This is an optimization exercise on Yosys and OpenROAD, whose aim is small area, a short achievable clock period and few clock cycles per item, not a production implementation. Power figures rest on the tool's default switching activity, not on a simulated workload.

==> inputs of run a <==
// ysyx_mulunit
module ysyx_mulunit (
    input          clk,
    input          rst_n,
    input          mul_valid,
    input  [63:0]  alu_src1,
    input  [63:0]  alu_src2,
    input  [3:0]   mul_expand_signed,
    output [129:0] mul_res,
    output         sh_fnsh_flag
);
mul u_mul (
    .clk(clk),
    .rst_n(rst_n),
    .mul_valid(mul_valid),
    .alu_src1(alu_src1),
    .alu_src2(alu_src2),
    .mul_expand_signed(mul_expand_signed),
    .mul_res(mul_res),
    .sh_fnsh_flag(sh_fnsh_flag)
);
endmodule
clock: 8.0 ns
lec_check: 0
cap_margin: 20
core_margin: 2
core_utilization: 50
setup_slack_margin: 4.5
slew_margin: 20
standard.sh (not shown) runs the stock make flow with config.mk's settings and CLKGATE_MAP_FILE= SYNTH_SCRIPT=/design/flow/synth_recipe.tcl, a recipe that flattens the netlist after the stock synthesis.
==> flow/flow/run.sh <==
#!/bin/bash
# Layout flow: the standard layout (standard.sh, which also runs the
# standard synthesis) with these settings changed:
#  - the port buffers start as buf_2 instead of the buffer the resizer picks;
#  - sizing may swap a cell for one of another footprint;
#  - clock tree synthesis inserts no dummy loads.
# make's output goes to make.log; each step's tool output is in orfs/logs/.
set -euo pipefail
bash standard.sh MATCH_CELL_FOOTPRINT=0 \
    "BUFFER_PORTS_ARGS=-buffer_cell sky130_fd_sc_hd__buf_2" \
    "CTS_ARGS=-sink_clustering_enable -repair_clock_nets -dont_use_dummy_load" \
    finish > make.log 2>&1
==> run b: changes against run a <==
--- a/flow/design.v
+++ b/flow/design.v
@@ -37,22 +37,22 @@
     end
 endfunction
 wire [NC-1:0] ta64 = therm(alu_src1, 7'd64), tb64 = therm(alu_src2, 7'd64);
 wire [NC-1:0] ta32 = therm(alu_src1, 7'd32), tb32 = therm(alu_src2, 7'd32);
 wire [NC-1:0] ta16 = therm(alu_src1, 7'd16), tb16 = therm(alu_src2, 7'd16);
 wire sw64 = |(tb64 & ~ta64);
 wire sw32 = |(tb32 & ~ta32);
 wire sw16 = |(tb16 & ~ta16);
+wire [NC-1:0] ta = e0 ? ta64 : e12 ? ta32 : e3 ? ta16 : {NC{1'b0}};
+wire [NC-1:0] tb = e0 ? tb64 : e12 ? tb32 : e3 ? tb16 : {NC{1'b0}};
 wire swap = e0 ? sw64 : e12 ? sw32 : e3 & sw16;
-wire [NC-1:0] tn = e0 ? ta64 & tb64 : e12 ? ta32 & tb32 : e3 ? ta16 & tb16 : {NC{1'b0}};
-wire [NC-1:0] ha = e0 ? ta64 & ~(ta64 >> 1) : e12 ? ta32 & ~(ta32 >> 1) :
-                   e3 ? ta16 & ~(ta16 >> 1) : {NC{1'b0}};
-wire [NC-1:0] hb = e0 ? tb64 & ~(tb64 >> 1) : e12 ? tb32 & ~(tb32 >> 1) :
-                   e3 ? tb16 & ~(tb16 >> 1) : {NC{1'b0}};
+wire [NC-1:0] tn = ta & tb;             
+wire [NC-1:0] ha = ta & ~(ta >> 1);     
+wire [NC-1:0] hb = tb & ~(tb >> 1);
 function [K:0] chunk;
     input [63:0] x;
     input integer g;
     integer j;
     begin
         for (j = 0; j <= K; j = j + 1)
             chunk[j] = (K*g - 1 + j >= 0 && K*g - 1 + j < 64) ? x[K*g - 1 + j] : 1'b0;
     end
@@ -67,30 +67,30 @@
             booth[3*i + 2] = c[2*i+2] ? ~c[2*i+1] & ~c[2*i] : c[2*i+1] & c[2*i];
         end
     end
 endfunction
 reg              prep;      
 reg              busy;      
 reg              res;       
 reg  [NC-1:0]    cnt;       
-reg  [NC-1:0]    hra, hrb;  
+reg  [NC-1:0]    hm;        
 reg              swp;
 reg  [127:0]     P;         
 reg  [W-1:0]     C;         
 reg              dlp, dlm;  
 reg  [63:0]      M;
 reg  [QW-1:0]    q;
 reg              f0, f1, f3, f12, fa;
 wire [63:0] mask = {{32{f0}}, {16{f12}}, {16{fa}}};
 wire [63:0] am = alu_src1 & mask;
 wire [63:0] bm = alu_src2 & mask;
 wire idle = ~prep & ~busy & ~res & ~sh_fnsh_flag;
 wire last = ~cnt[1];
-wire [NC-1:0] nxt = prep ? (swp ? hra : hrb) : (cnt >> 1) & ~(cnt >> 2);
+wire [NC-1:0] nxt = prep ? hm : (cnt >> 1) & ~(cnt >> 2);
 reg  [K:0] qna, qnb;
 integer i;
 always @(*) begin
     qna = {(K+1){1'b0}};
     qnb = {(K+1){1'b0}};
     for (i = 0; i < NC; i = i + 1) begin
         qna = qna | (chunk(am, i) & {(K+1){nxt[i]}});
         qnb = qnb | (chunk(bm, i) & {(K+1){nxt[i]}});
@@ -1985,18 +1985,17 @@
         prep         <= idle & mul_valid & tn[0];
         busy         <= prep | (busy & ~last);
         res          <= busy & last;
         sh_fnsh_flag <= res | (idle & mul_valid & ~tn[0]);
     end
 end
 always @(posedge clk) begin
     swp <= swap;
-    hra <= ha;
-    hrb <= hb;
+    hm  <= swap ? ha : hb;
     M   <= swp ? bm : am;
     f0  <= e0;
     f1  <= e1;
     f3  <= e3;
     f12 <= e0 | e12;
     fa  <= e0 | e12 | e3;
     q   <= qn;
     if (busy) begin
==> flow/flow/run.sh (replaced) <==
#!/bin/bash
# Layout flow: the standard layout (standard.sh, which also runs the
# standard synthesis) with two resizer settings changed: the port buffers start
# as buf_2 instead of the buffer the resizer picks, and sizing may swap a cell
# for one of another footprint. make's output goes to make.log; each step's
# tool output is in orfs/logs/.
set -euo pipefail
bash standard.sh MATCH_CELL_FOOTPRINT=0 \
    "BUFFER_PORTS_ARGS=-buffer_cell sky130_fd_sc_hd__buf_2" \
    finish > make.log 2>&1
Settings changed: SETUP_SLACK_MARGIN 4.5 to 5.0.
==> notes <==
Between run b and run a, the lower clock power is in run a (gap about 10%, measured against run a).
Sequential share of layout area: run b is lower than run a (1.8 points).
In run b the non-clock buffer count is higher than in run a, by 145.
Between run a and run b, the lower cell area is in run a (gap 8.0%, measured against run b).
First-iteration DRC count: run b is higher than run a (about 17%).
Between run a and run b, the lower register-to-register slack is in run a (gap 310 ps).
Of run a and run b, run b has the higher utilization (gap 5.8 points).
In run a the global-route usage is lower than in run b, by 2.1 points.
Against run b, the die area of run a is larger by 0.41%.
Against run a, the count of clock-buffer cells in the layout of run b is higher by 13.
==> figures <==
item                                                                            run b                   run a
Pwr Density                                                              139.6 mW/mm²            201.4 mW/mm²
Adder-cell area share of the yosys netlist                                     0.2203                  0.2194
Final clock-cell share                                                        0.03483                 0.03102
Placed wire-length estimate after detailed placement                         81020 µm                78030 µm
Total power                                                                  5.142 mW                6.823 mW
Count of TritonRoute iterations in the first routing pass                           6                      10
Count of different cell masters after synthesis                                    96                      90
Power group with the highest consumption                                        clock     combinational logic
Levels on crit path                                                                13                      12
Status                                                       timing/DRC/antenna clean  timing/DRC/antenna clean
Total die area                                                            0.06072 mm²             0.06096 mm²
Wire length of the first global-routing pass                                168200 µm               160000 µm
Gp weighted congestion                                                          1.021                  0.9659
Clk. pwr                                                                      1.81 mW                 1.62 mW
Synth top area share                                                           0.2071                  0.2124
Nets                                                                             4174                    4001
Maximum number of pins on one net before global-route repair                       90                     170
Avg Synthesized Cell Area                                                   8.624 µm²               8.716 µm²
Highest metal layer with signal wires                                            met5                    met4
Met3 usage in global routing                                                  0.06623                 0.05220
Fraction of the mapped netlist area in simple logic gates                      0.1519                  0.1428
Most Frequent Cell on Critical Path                           sky130_fd_sc_hd__nor2_4  sky130_fd_sc_hd__or4_4
No run of this note included a check of the RTL's function; only the layout flow was run.

* * *

==> inputs of job 8752 <==
Another version of the RTL of ysyx_mulunit (not shown whole).
Settings: LEC_CHECK=0, CAP_MARGIN=20, CORE_MARGIN=2, CORE_UTILIZATION=50, SETUP_SLACK_MARGIN=4.5, SLEW_MARGIN=20; clock period 8.0 ns.
==> flow/flow/run.sh <==
#!/bin/bash
# Layout flow: the standard layout (standard.sh, which also runs the
# standard synthesis) with these settings changed:
#  - the port buffers start as buf_2 instead of the buffer the resizer picks;
#  - sizing may swap a cell for one of another footprint;
#  - clock tree synthesis inserts no dummy loads.
# make's output goes to make.log; each step's tool output is in orfs/logs/.
set -euo pipefail
bash standard.sh MATCH_CELL_FOOTPRINT=0 \
    "BUFFER_PORTS_ARGS=-buffer_cell sky130_fd_sc_hd__buf_2" \
    "CTS_ARGS=-sink_clustering_enable -repair_clock_nets -dont_use_dummy_load" \
    finish > make.log 2>&1
==> inputs of job 6256, as changes to job 8752 <==
--- a/flow/design.v
+++ b/flow/design.v
@@ -6,17 +6,17 @@
     input      [63:0]  alu_src2,
     input      [3:0]   mul_expand_signed,
     output     [129:0] mul_res,
     output reg         sh_fnsh_flag
 );
 localparam K  = 8;
 localparam NC = 9;
 localparam W  = 76;
-localparam QW = K + 1;
+localparam QW = 12;
 wire [3:0] md = mul_expand_signed;
 wire e0  = (md == 4'd0);
 wire e1  = (md == 4'd1);
 wire e2  = (md == 4'd2);
 wire e3  = (md == 4'd3);
 wire e12 = e1 | e2;
 wire [63:0] mask = {{32{e0}}, {16{e0 | e12}}, {16{e0 | e12 | e3}}};
 wire [63:0] am = alu_src1 & mask;
@@ -40,86 +40,87 @@
     end
 endfunction
 wire [NC-1:0] ta64 = therm(alu_src1, 7'd64), tb64 = therm(alu_src2, 7'd64);
 wire [NC-1:0] ta32 = therm(alu_src1, 7'd32), tb32 = therm(alu_src2, 7'd32);
 wire [NC-1:0] ta16 = therm(alu_src1, 7'd16), tb16 = therm(alu_src2, 7'd16);
 wire sw64 = |(tb64 & ~ta64);
 wire sw32 = |(tb32 & ~ta32);
 wire sw16 = |(tb16 & ~ta16);
+wire [NC-1:0] ta = e0 ? ta64 : e12 ? ta32 : e3 ? ta16 : {NC{1'b0}};
+wire [NC-1:0] tb = e0 ? tb64 : e12 ? tb32 : e3 ? tb16 : {NC{1'b0}};
 wire swap = e0 ? sw64 : e12 ? sw32 : e3 & sw16;
-wire [NC-1:0] tn = e0 ? ta64 & tb64 : e12 ? ta32 & tb32 : e3 ? ta16 & tb16 : {NC{1'b0}};
+wire [NC-1:0] tn = ta & tb;             
+wire [NC-1:0] ha = ta & ~(ta >> 1);     
+wire [NC-1:0] hb = tb & ~(tb >> 1);
 function [K:0] chunk;
     input [63:0] x;
     input integer g;
     integer j;
     begin
         for (j = 0; j <= K; j = j + 1)
             chunk[j] = (K*g - 1 + j >= 0 && K*g - 1 + j < 64) ? x[K*g - 1 + j] : 1'b0;
     end
 endfunction
+function [QW-1:0] booth;
+    input [K:0] c;
+    integer i;
+    begin
+        for (i = 0; i < K/2; i = i + 1) begin
+            booth[3*i]     = c[2*i+2] & ~(c[2*i+1] & c[2*i]);
+            booth[3*i + 1] = c[2*i+1] ^ c[2*i];
+            booth[3*i + 2] = c[2*i+2] ? ~c[2*i+1] & ~c[2*i] : c[2*i+1] & c[2*i];
+        end
+    end
+endfunction
+reg              prep;      
 reg              busy;      
 reg              res;       
 reg  [NC-1:0]    cnt;       
+reg  [NC-1:0]    hm;        
 reg              swp;
 reg  [127:0]     P;         
 reg  [W-1:0]     C;         
 reg              dlp, dlm;  
 reg  [63:0]      M;
 reg  [QW-1:0]    q;
 reg              f0, f1, f3;
-wire idle = ~busy & ~res & ~sh_fnsh_flag;
+wire idle = ~prep & ~busy & ~res & ~sh_fnsh_flag;
 wire last = ~cnt[1];
-function [K:0] topc;
-    input [63:0]    x;
-    input [NC-1:0]  h;
-    integer g;
-    begin
-        topc = {(K+1){1'b0}};
-        for (g = 0; g < NC; g = g + 1)
-            topc = topc | (chunk(x, g) & {(K+1){h[g]}});
-    end
-endfunction
-wire [63:0] a32 = {32'd0, alu_src1[31:0]}, b32 = {32'd0, alu_src2[31:0]};
-wire [63:0] a16 = {48'd0, alu_src1[15:0]}, b16 = {48'd0, alu_src2[15:0]};
-wire [K:0] q64 = sw64 ? topc(alu_src1, ta64 & ~(ta64 >> 1)) : topc(alu_src2, tb64 & ~(tb64 >> 1));
-wire [K:0] q32 = sw32 ? topc(a32, ta32 & ~(ta32 >> 1)) : topc(b32, tb32 & ~(tb32 >> 1));
-wire [K:0] q16 = sw16 ? topc(a16, ta16 & ~(ta16 >> 1)) : topc(b16, tb16 & ~(tb16 >> 1));
-wire [K:0] qf  = e0 ? q64 : e12 ? q32 : q16;
-wire [NC-1:0] nxt = (cnt >> 1) & ~(cnt >> 2);
+wire [NC-1:0] nxt = prep ? hm : (cnt >> 1) & ~(cnt >> 2);
 reg  [K:0] qna, qnb;
 integer i;
 always @(*) begin
     qna = {(K+1){1'b0}};
     qnb = {(K+1){1'b0}};
     for (i = 0; i < NC; i = i + 1) begin
         qna = qna | (chunk(am, i) & {(K+1){nxt[i]}});
         qnb = qnb | (chunk(bm, i) & {(K+1){nxt[i]}});
     end
 end
-wire [K:0] qn = swp ? qna : qnb;
+wire [QW-1:0] qn = booth(swp ? qna : qnb);
 wire [W-K-1:0] A = P[W-K-1:0];
 wire [W-K-1:0] B = C[W-K-1:0];
 wire [64:0] M1 = {1'b0, M};
 wire [64:0] M2 = {M, 1'b0};
-wire neg0 = q[2] & ~(q[1] & q[0]);
-wire one0 = q[1] ^ q[0];
-wire two0 = q[2] ? ~q[1] & ~q[0] : q[1] & q[0];
+wire neg0 = q[0];
+wire one0 = q[1];
+wire two0 = q[2];
 wire [64:0] r0 = ((M1 & {65{one0}}) | (M2 & {65{two0}})) ^ {65{neg0}};
-wire neg1 = q[4] & ~(q[3] & q[2]);
-wire one1 = q[3] ^ q[2];
-wire two1 = q[4] ? ~q[3] & ~q[2] : q[3] & q[2];
+wire neg1 = q[3];
+wire one1 = q[4];
+wire two1 = q[5];
 wire [64:0] r1 = ((M1 & {65{one1}}) | (M2 & {65{two1}})) ^ {65{neg1}};
-wire neg2 = q[6] & ~(q[5] & q[4]);
-wire one2 = q[5] ^ q[4];
-wire two2 = q[6] ? ~q[5] & ~q[4] : q[5] & q[4];
+wire neg2 = q[6];
+wire one2 = q[7];
+wire two2 = q[8];
 wire [64:0] r2 = ((M1 & {65{one2}}) | (M2 & {65{two2}})) ^ {65{neg2}};
-wire neg3 = q[8] & ~(q[7] & q[6]);
-wire one3 = q[7] ^ q[6];
-wire two3 = q[8] ? ~q[7] & ~q[6] : q[7] & q[6];
+wire neg3 = q[9];
+wire one3 = q[10];
+wire two3 = q[11];
 wire [64:0] r3 = ((M1 & {65{one3}}) | (M2 & {65{two3}})) ^ {65{neg3}};
 wire t1 = A[57] ^ B[57];
 wire t2 = A[57] & B[57];
 wire t3 = A[58] ^ B[58];
 wire t4 = A[58] & B[58];
 wire t5 = r0[6] ^ r1[4];
 wire t6 = r0[6] & r1[4];
 wire t7 = r0[7] ^ r1[5];
@@ -1971,32 +1972,35 @@
 assign rsum[128] = ra_G7_127;
 wire sx = (f1 & rsum[31]) | (f3 & rsum[15]);
 wire [127:0] rres = {rsum[127:64],
                      f0 ? rsum[63:32] : {32{sx}},
                      f3 ? {16{rsum[15]}} : rsum[31:16],
                      rsum[15:0]};
 always @(posedge clk or negedge rst_n) begin
     if (!rst_n) begin
+        prep         <= 1'b0;
         busy         <= 1'b0;
         res          <= 1'b0;
         sh_fnsh_flag <= 1'b0;
     end else begin
-        busy         <= busy ? ~last : (idle & mul_valid & tn[0]);
+        prep         <= idle & mul_valid & tn[0];
+        busy         <= prep | (busy & ~last);
         res          <= busy & last;
         sh_fnsh_flag <= res | (idle & mul_valid & ~tn[0]);
     end
 end
 always @(posedge clk) begin
     swp <= swap;
-    M   <= swap ? bm : am;
+    hm  <= swap ? ha : hb;
+    M   <= swp ? bm : am;
     f0  <= e0;
     f1  <= e1;
     f3  <= e3;
-    q   <= busy ? qn : qf;
+    q   <= qn;
     if (busy) begin
         cnt <= cnt >> 1;
         P   <= {ustep, ns};
         C   <= nc;
         dlp <= tdp;
         dlm <= tdm;
     end else begin
         cnt <= tn;
==> flow/flow/run.sh (replaced) <==
#!/bin/bash
# Layout flow: the standard layout (standard.sh, which also runs the
# standard synthesis) with two resizer settings changed: the port buffers start
# as buf_2 instead of the buffer the resizer picks, and sizing may swap a cell
# for one of another footprint. make's output goes to make.log; each step's
# tool output is in orfs/logs/.
set -euo pipefail
bash standard.sh MATCH_CELL_FOOTPRINT=0 \
    "BUFFER_PORTS_ARGS=-buffer_cell sky130_fd_sc_hd__buf_2" \
    finish > make.log 2>&1
Settings changed: SETUP_SLACK_MARGIN 4.5 to 4.0.
==> notes.md <==
Of job 8752 and job 6256, job 8752 has the higher register-to-register slack (gap 0.14 ns). Of job 8752 and job 6256, job 8752 has the higher worst hold slack (gap 0.073 ns). In job 6256 the setup slack is better than in job 8752, by 0.054 ns. Of job 6256 and job 8752, job 8752 has the higher area after synthesis (gap 3.2%, measured against job 8752). Of job 6256 and job 8752, job 8752 has the higher global-route usage (gap 4.8 points). Between job 8752 and job 6256, the lower core utilization is in job 6256 (gap 6.4 points). Against job 8752, the sequential power of job 6256 is smaller by 24%. Between job 6256 and job 8752, the lower total power is in job 6256 (gap about 50%, measured against job 8752). Against job 6256, the fmax of job 8752 is smaller by 1.4%. Synthesized cell count: job 8752 is higher than job 6256 (6.2%). In job 6256 the wire length is lower than in job 8752, by about 20%.
Function was not checked in any run of this note: the RTL went through the layout flow alone.

-- re-timing with driven ports --
How much do the figures lean on ideal ports? The routed layouts below were timed once more, with nothing changed but the port constraints.
Step 1 assumes that a clkbuf_16 drives the clock port and a buf_2 every other input.
Step 2 moves the port delays by t, midway between the first and last clock arrival at a register: inputs arrive t later, outputs are due t later. That takes back most of the time a late clock gives input paths.
Slacks: ideal / step 1 / step 2; pairs: ideal / step 1.
run	t, ns	slack for setup (ns)	worst hold slack (ns)	clock arrival spread, ns	slew at the worst register clock pin (ns)
run a	0.634	4.287 / 4.287 / 3.880	0.498 / 0.498 / 0.498	0.027 / 0.026	0.06 / 0.06
run b	0.634	4.205 / 4.227 / 3.593	0.431 / 0.431 / 0.431	0.035 / 0.034	0.06 / 0.06
job 8752	0.633	4.023 / 4.043 / 3.411	0.551 / 0.551 / 0.551	0.039 / 0.039	0.06 / 0.06
job 6256	0.641	4.077 / 4.118 / 3.478	0.478 / 0.478 / 0.478	0.024 / 0.025	0.07 / 0.07
After both steps every run listed still meets setup and hold.
